Source: an optimization exercise on an open RTL-to-GDS flow (aim: small area). Production flows keep margins and buffers that such runs may drop. The RTL was checked by simulation tests, not by an equivalence proof against the original design. Power is estimated from default activity; no workload was simulated.

Design sap1_top, start of the top module:
module sap1_top (
    input  wire        clk,
    input  wire        btnC,
    input  wire        btnR,
    input  wire        btnL,
    input  wire [15:0] sw,
    output wire        sclk,
    output wire        mosi,
    output wire        cs_n,
    output wire [6:0]  seg,
    output wire [3:0]  an,
    output wire [15:0] led
);
  localparam [2:0] IDLE = 3'd0, SELECT_PROG = 3'd1, INPUT_A = 3'd2, INPUT_B = 3'd3,
                   WRITE_RAM = 3'd4, EXECUTE = 3'd5, WRITE_WAIT = 3'd6;
  reg [3:0] rcnt;
  always @(posedge clk)
    if (btnC) rcnt <= 4'b0111;
    else rcnt <= {rcnt[2:0], rcnt[3] & rcnt[2]};
  wire rst = (rcnt != 4'd0);
  reg [5:0] q;
  reg       run;
  always @(posedge clk)
    if (rst) begin
      q   <= 6'd15;
      run <= 1'b0;
    end else begin
      q <= q + 6'd1;
      if (q[4:0] == 5'd14) run <= 1'b1;
    end
  wire       halt;
  wire       tick     = run & ~halt;
  wire       pe       = tick & (q[4:0] == 5'd15);
  ...
Settings: LEC_CHECK=0, CAP_MARGIN=20, CORE_MARGIN=2, CORE_UTILIZATION=40, CTS_BUF_LIST=sky130_fd_sc_hd__clkbuf_8, CTS_CLUSTER_DIAMETER=60, CTS_CLUSTER_SIZE=12, SLEW_MARGIN=20; clock period 15.0 ns.
standard.sh (not shown) runs the stock make flow with config.mk's settings and CLKGATE_MAP_FILE= SYNTH_SCRIPT=/design/flow/synth_recipe.tcl, a recipe that flattens the netlist after the stock synthesis.
==> flow/flow/run.sh <==
#!/bin/bash
# Standard layout with these changes: synthesis maps the logic with an
# area-oriented abc script (flow/area.abc) and without the adder-cell step
# (registers are untouched), the ports are buffered with the smallest
# buffer, and the clock tree is built from mid-size buffers without dummy
# loads.
set -euo pipefail
export MY_ABC_SCRIPT="$PWD/flow/area.abc"
bash standard.sh SYNTH_SCRIPT="$PWD/flow/synth.tcl" ADDER_MAP_FILE= \
  BUFFER_PORTS_ARGS="-buffer_cell sky130_fd_sc_hd__buf_1" \
  CTS_ARGS="-sink_clustering_enable -repair_clock_nets -buf_list sky130_fd_sc_hd__clkbuf_16 -sink_clustering_size 24 -sink_clustering_max_diameter 70 -dont_use_dummy_load" \
  finish > make_flow.log 2>&1
==> flow/flow/area.abc <==
&get -n
&st
&syn3
&dch -f
&put
amap
topo
dnsize -c
==> flow/flow/synth.tcl <==
proc synth {args} { yosys synth -nofsm -noshare {*}$args }
proc abc {args} {
  if {[info exists ::env(MY_ABC_SCRIPT)]} {
    set i [lsearch -exact $args -script]
    if {$i >= 0} { lset args [expr {$i + 1}] $::env(MY_ABC_SCRIPT) }
  }
  yosys abc {*}$args
}
source $::env(SCRIPTS_DIR)/synth.tcl
# left out here: clear keep_hierarchy, flatten, clean up, hide names made inside functions, write 1_2_yosys.v
==> next run, changes <==
--- a/flow/flow/run.sh
+++ b/flow/flow/run.sh
@@ -9,4 +9,4 @@
 bash standard.sh SYNTH_SCRIPT="$PWD/flow/synth.tcl" ADDER_MAP_FILE= \
   BUFFER_PORTS_ARGS="-buffer_cell sky130_fd_sc_hd__buf_1" \
-  CTS_ARGS="-sink_clustering_enable -repair_clock_nets -buf_list sky130_fd_sc_hd__clkbuf_16 -sink_clustering_size 24 -sink_clustering_max_diameter 70 -dont_use_dummy_load" \
+  CTS_ARGS="-sink_clustering_enable -repair_clock_nets -buf_list sky130_fd_sc_hd__clkbuf_8 -sink_clustering_size 12 -sink_clustering_max_diameter 60 -dont_use_dummy_load" \
   finish > make_flow.log 2>&1
Wire length went up by 0.66%.
Global-route usage rises by 0.17 points.
Power went down by 3.8%.
Count of clock-buffer cells in the layout grows by 8.
Utilization went down by 0.23 points.
Non-clock buffer count does not change.
Die area does not change.
Worst setup slack got worse by 0.098 ns.
First-iteration DRC count rises by 19%.
Clock skew goes down by 0.0074 ns.

---

sap1_top, a different RTL version from the one above (not shown whole).
Size: about 1100 cells after synthesis.
Settings: LEC_CHECK=0, CAP_MARGIN=20, CORE_MARGIN=2, CORE_UTILIZATION=40, CTS_BUF_LIST=sky130_fd_sc_hd__clkbuf_8, CTS_CLUSTER_DIAMETER=60, CTS_CLUSTER_SIZE=12, SLEW_MARGIN=20; clock period 15.0 ns.
==> flow/flow/run.sh <==
#!/bin/bash
# Standard layout, with the smallest buffer on the ports and without the
# half/full adder extraction step of synthesis (abc maps the adders).
set -euo pipefail
bash standard.sh BUFFER_PORTS_ARGS="-buffer_cell sky130_fd_sc_hd__buf_1" ADDER_MAP_FILE= finish > make_flow.log 2>&1
The first run ran to the end with no violations.
Then changed:
==> flow/flow/run.sh (replaced) <==
#!/bin/bash
# Standard layout, with the smallest buffer on the ports.
set -euo pipefail
bash standard.sh BUFFER_PORTS_ARGS="-buffer_cell sky130_fd_sc_hd__buf_1" finish > make_flow.log 2>&1
Final area went down by 1.7%.
Maximum frequency shrinks by 3.8%.
Critical path depth fell by 2.
Routed wire length falls by 4.4%.
Die area shrinks by 1.9%.
Register-to-register slack is better by 910 ps.
Core utilization went up by 0.35 points.
Then changed:
==> flow/run.sh (new file) <==
#!/bin/bash
# synth_recipe.tcl (not shown) runs the flow's synth.tcl, then flattens the netlist and writes it again
# the make line also repeats each setting of config.mk as NAME=value (left out here)
make -C /OpenROAD-flow-scripts/flow DESIGN_CONFIG=/design/flow/config.mk WORK_HOME=/design/flow/orfs CLKGATE_MAP_FILE= SYNTH_SCRIPT=/design/flow/synth_recipe.tcl finish
removed: flow/flow/run.sh
removed: flow/standard.sh
Cell area is higher by about 2.6%.
Non-clock buffer count is unchanged.
Area after synthesis stays the same.
Fmax is lower by 6.0%.
Setup slack got worse by 410 ps.
Die area does not change.
Utilization is higher by 1.1 points.
Critical path depth does not change.

---

Another version of the RTL of sap1_top (not shown whole).
Size: roughly 180 flip-flops, ~50 I/O pins, ~7800 sq um of cells after synthesis.
Design sap1_top, start of the top module:
module sap1_top (
    input  wire        clk,
    input  wire        btnC,
    input  wire        btnR,
    input  wire        btnL,
    input  wire [15:0] sw,
    output wire        sclk,
    output wire        mosi,
    output wire        cs_n,
    output wire [6:0]  seg,
    output wire [3:0]  an,
    output wire [15:0] led
);
export LEC_CHECK = 0
export CAP_MARGIN = 20
export CORE_MARGIN = 2
export CORE_UTILIZATION = 65
export CTS_BUF_LIST = sky130_fd_sc_hd__clkbuf_8
export CTS_CLUSTER_DIAMETER = 60
export CTS_CLUSTER_SIZE = 12
export PLACE_DENSITY = 0.75
export SLEW_MARGIN = 20
create_clock -name core_clock -period 15.0 [get_ports {clk}]
==> flow/flow/run.sh <==
#!/bin/bash
# Standard layout with these changes: synthesis maps the logic with an
# area-oriented abc script (flow/area.abc) and without the adder-cell step
# (registers are untouched), the ports are buffered with the smallest
# buffer, and the clock tree is built from mid-size buffers without dummy
# loads.
set -euo pipefail
export MY_ABC_SCRIPT="$PWD/flow/area.abc"
bash standard.sh SYNTH_SCRIPT="$PWD/flow/synth.tcl" ADDER_MAP_FILE= \
  BUFFER_PORTS_ARGS="-buffer_cell sky130_fd_sc_hd__buf_1" \
  CTS_ARGS="-sink_clustering_enable -repair_clock_nets -buf_list sky130_fd_sc_hd__clkbuf_8 -sink_clustering_size 12 -sink_clustering_max_diameter 60 -dont_use_dummy_load" \
  finish > make_flow.log 2>&1
==> flow/flow/area.abc <==
&get -n
&st
&syn3
&syn3
&dch -f
&put
amap
topo
dnsize -c
Scripts as last shown in full above: flow/flow/synth.tcl
The baseline produced a clean layout.
Then changed:
==> flow/flow/area.abc (replaced) <==
&get -n
&st
&syn3
&dch -f
&put
amap
topo
dnsize -c
Maximum frequency increases by a few percent.
Critical path depth is unchanged.
Worst setup slack gets better by 0.24 ns.
Utilization hardly moves.
Routed wire length increases slightly.
Worst hold slack barely changes.
Clock skew increases by 0.0048 ns.
First-iteration DRC count increases slightly.
Then changed:
==> flow/flow/area.abc (replaced) <==
&get -n
&st
&syn3
&dch -f
&put
amap
strash
&get -n
&st
&syn3
&dch -f
&put
amap
topo
dnsize -c
The new run produced a clean layout; final cell count does not change; setup slack loses 0.33 ns; final area stays flat; count of clock-buffer cells in the layout does not change; core utilization hardly moves; critical path depth stays the same; maximum frequency fell by a few percent; clock skew fell by 0.0099 ns; first-iteration DRC count rose by roughly a tenth.

-- re-timing with driven ports --
No port has a modelled driver above. Below, the same layouts with a new extraction and two added sets of constraints. Step 1 sets driving cells, clkbuf_16 on the clock port and buf_2 on the other inputs (assumed; they add their load-dependent delay and slew). Step 2 moves the port delays by t, midway between the first and last clock arrival at a register: inputs arrive t later, outputs are due t later. That takes back most of the time a late clock gives input paths. Slacks: ideal / step 1 / step 2; pairs: ideal / step 1.
run | shift t [ns] | setup slack, ns | worst register clock-pin slew, ns | worst data-port slew with drivers (ns)
the first run of note 1 | 0.499 | 8.665 / 8.623 / 9.122 | 0.09 / 0.09 | 0.03
the second run of note 1 | 0.542 | 8.567 / 8.529 / 9.072 | 0.08 / 0.08 | 0.03
the first run of note 2 | 0.571 | 8.790 / 8.749 / 9.320 | 0.08 / 0.08 | 0.04
the second run of note 2 | 0.607 | 8.546 / 8.504 / 9.111 | 0.09 / 0.09 | 0.03
the third run of note 2 | 0.588 | 8.133 / 8.090 / 8.678 | 0.09 / 0.09 | 0.03
the first run of note 3 | 0.485 | 8.395 / 8.359 / 8.844 | 0.10 / 0.10 | 0.04
the second run of note 3 | 0.477 | 8.633 / 8.596 / 9.073 | 0.10 / 0.10 | 0.04
the third run of note 3 | 0.482 | 8.300 / 8.263 / 8.746 | 0.09 / 0.09 | 0.04
After both steps every run listed still meets setup and hold.
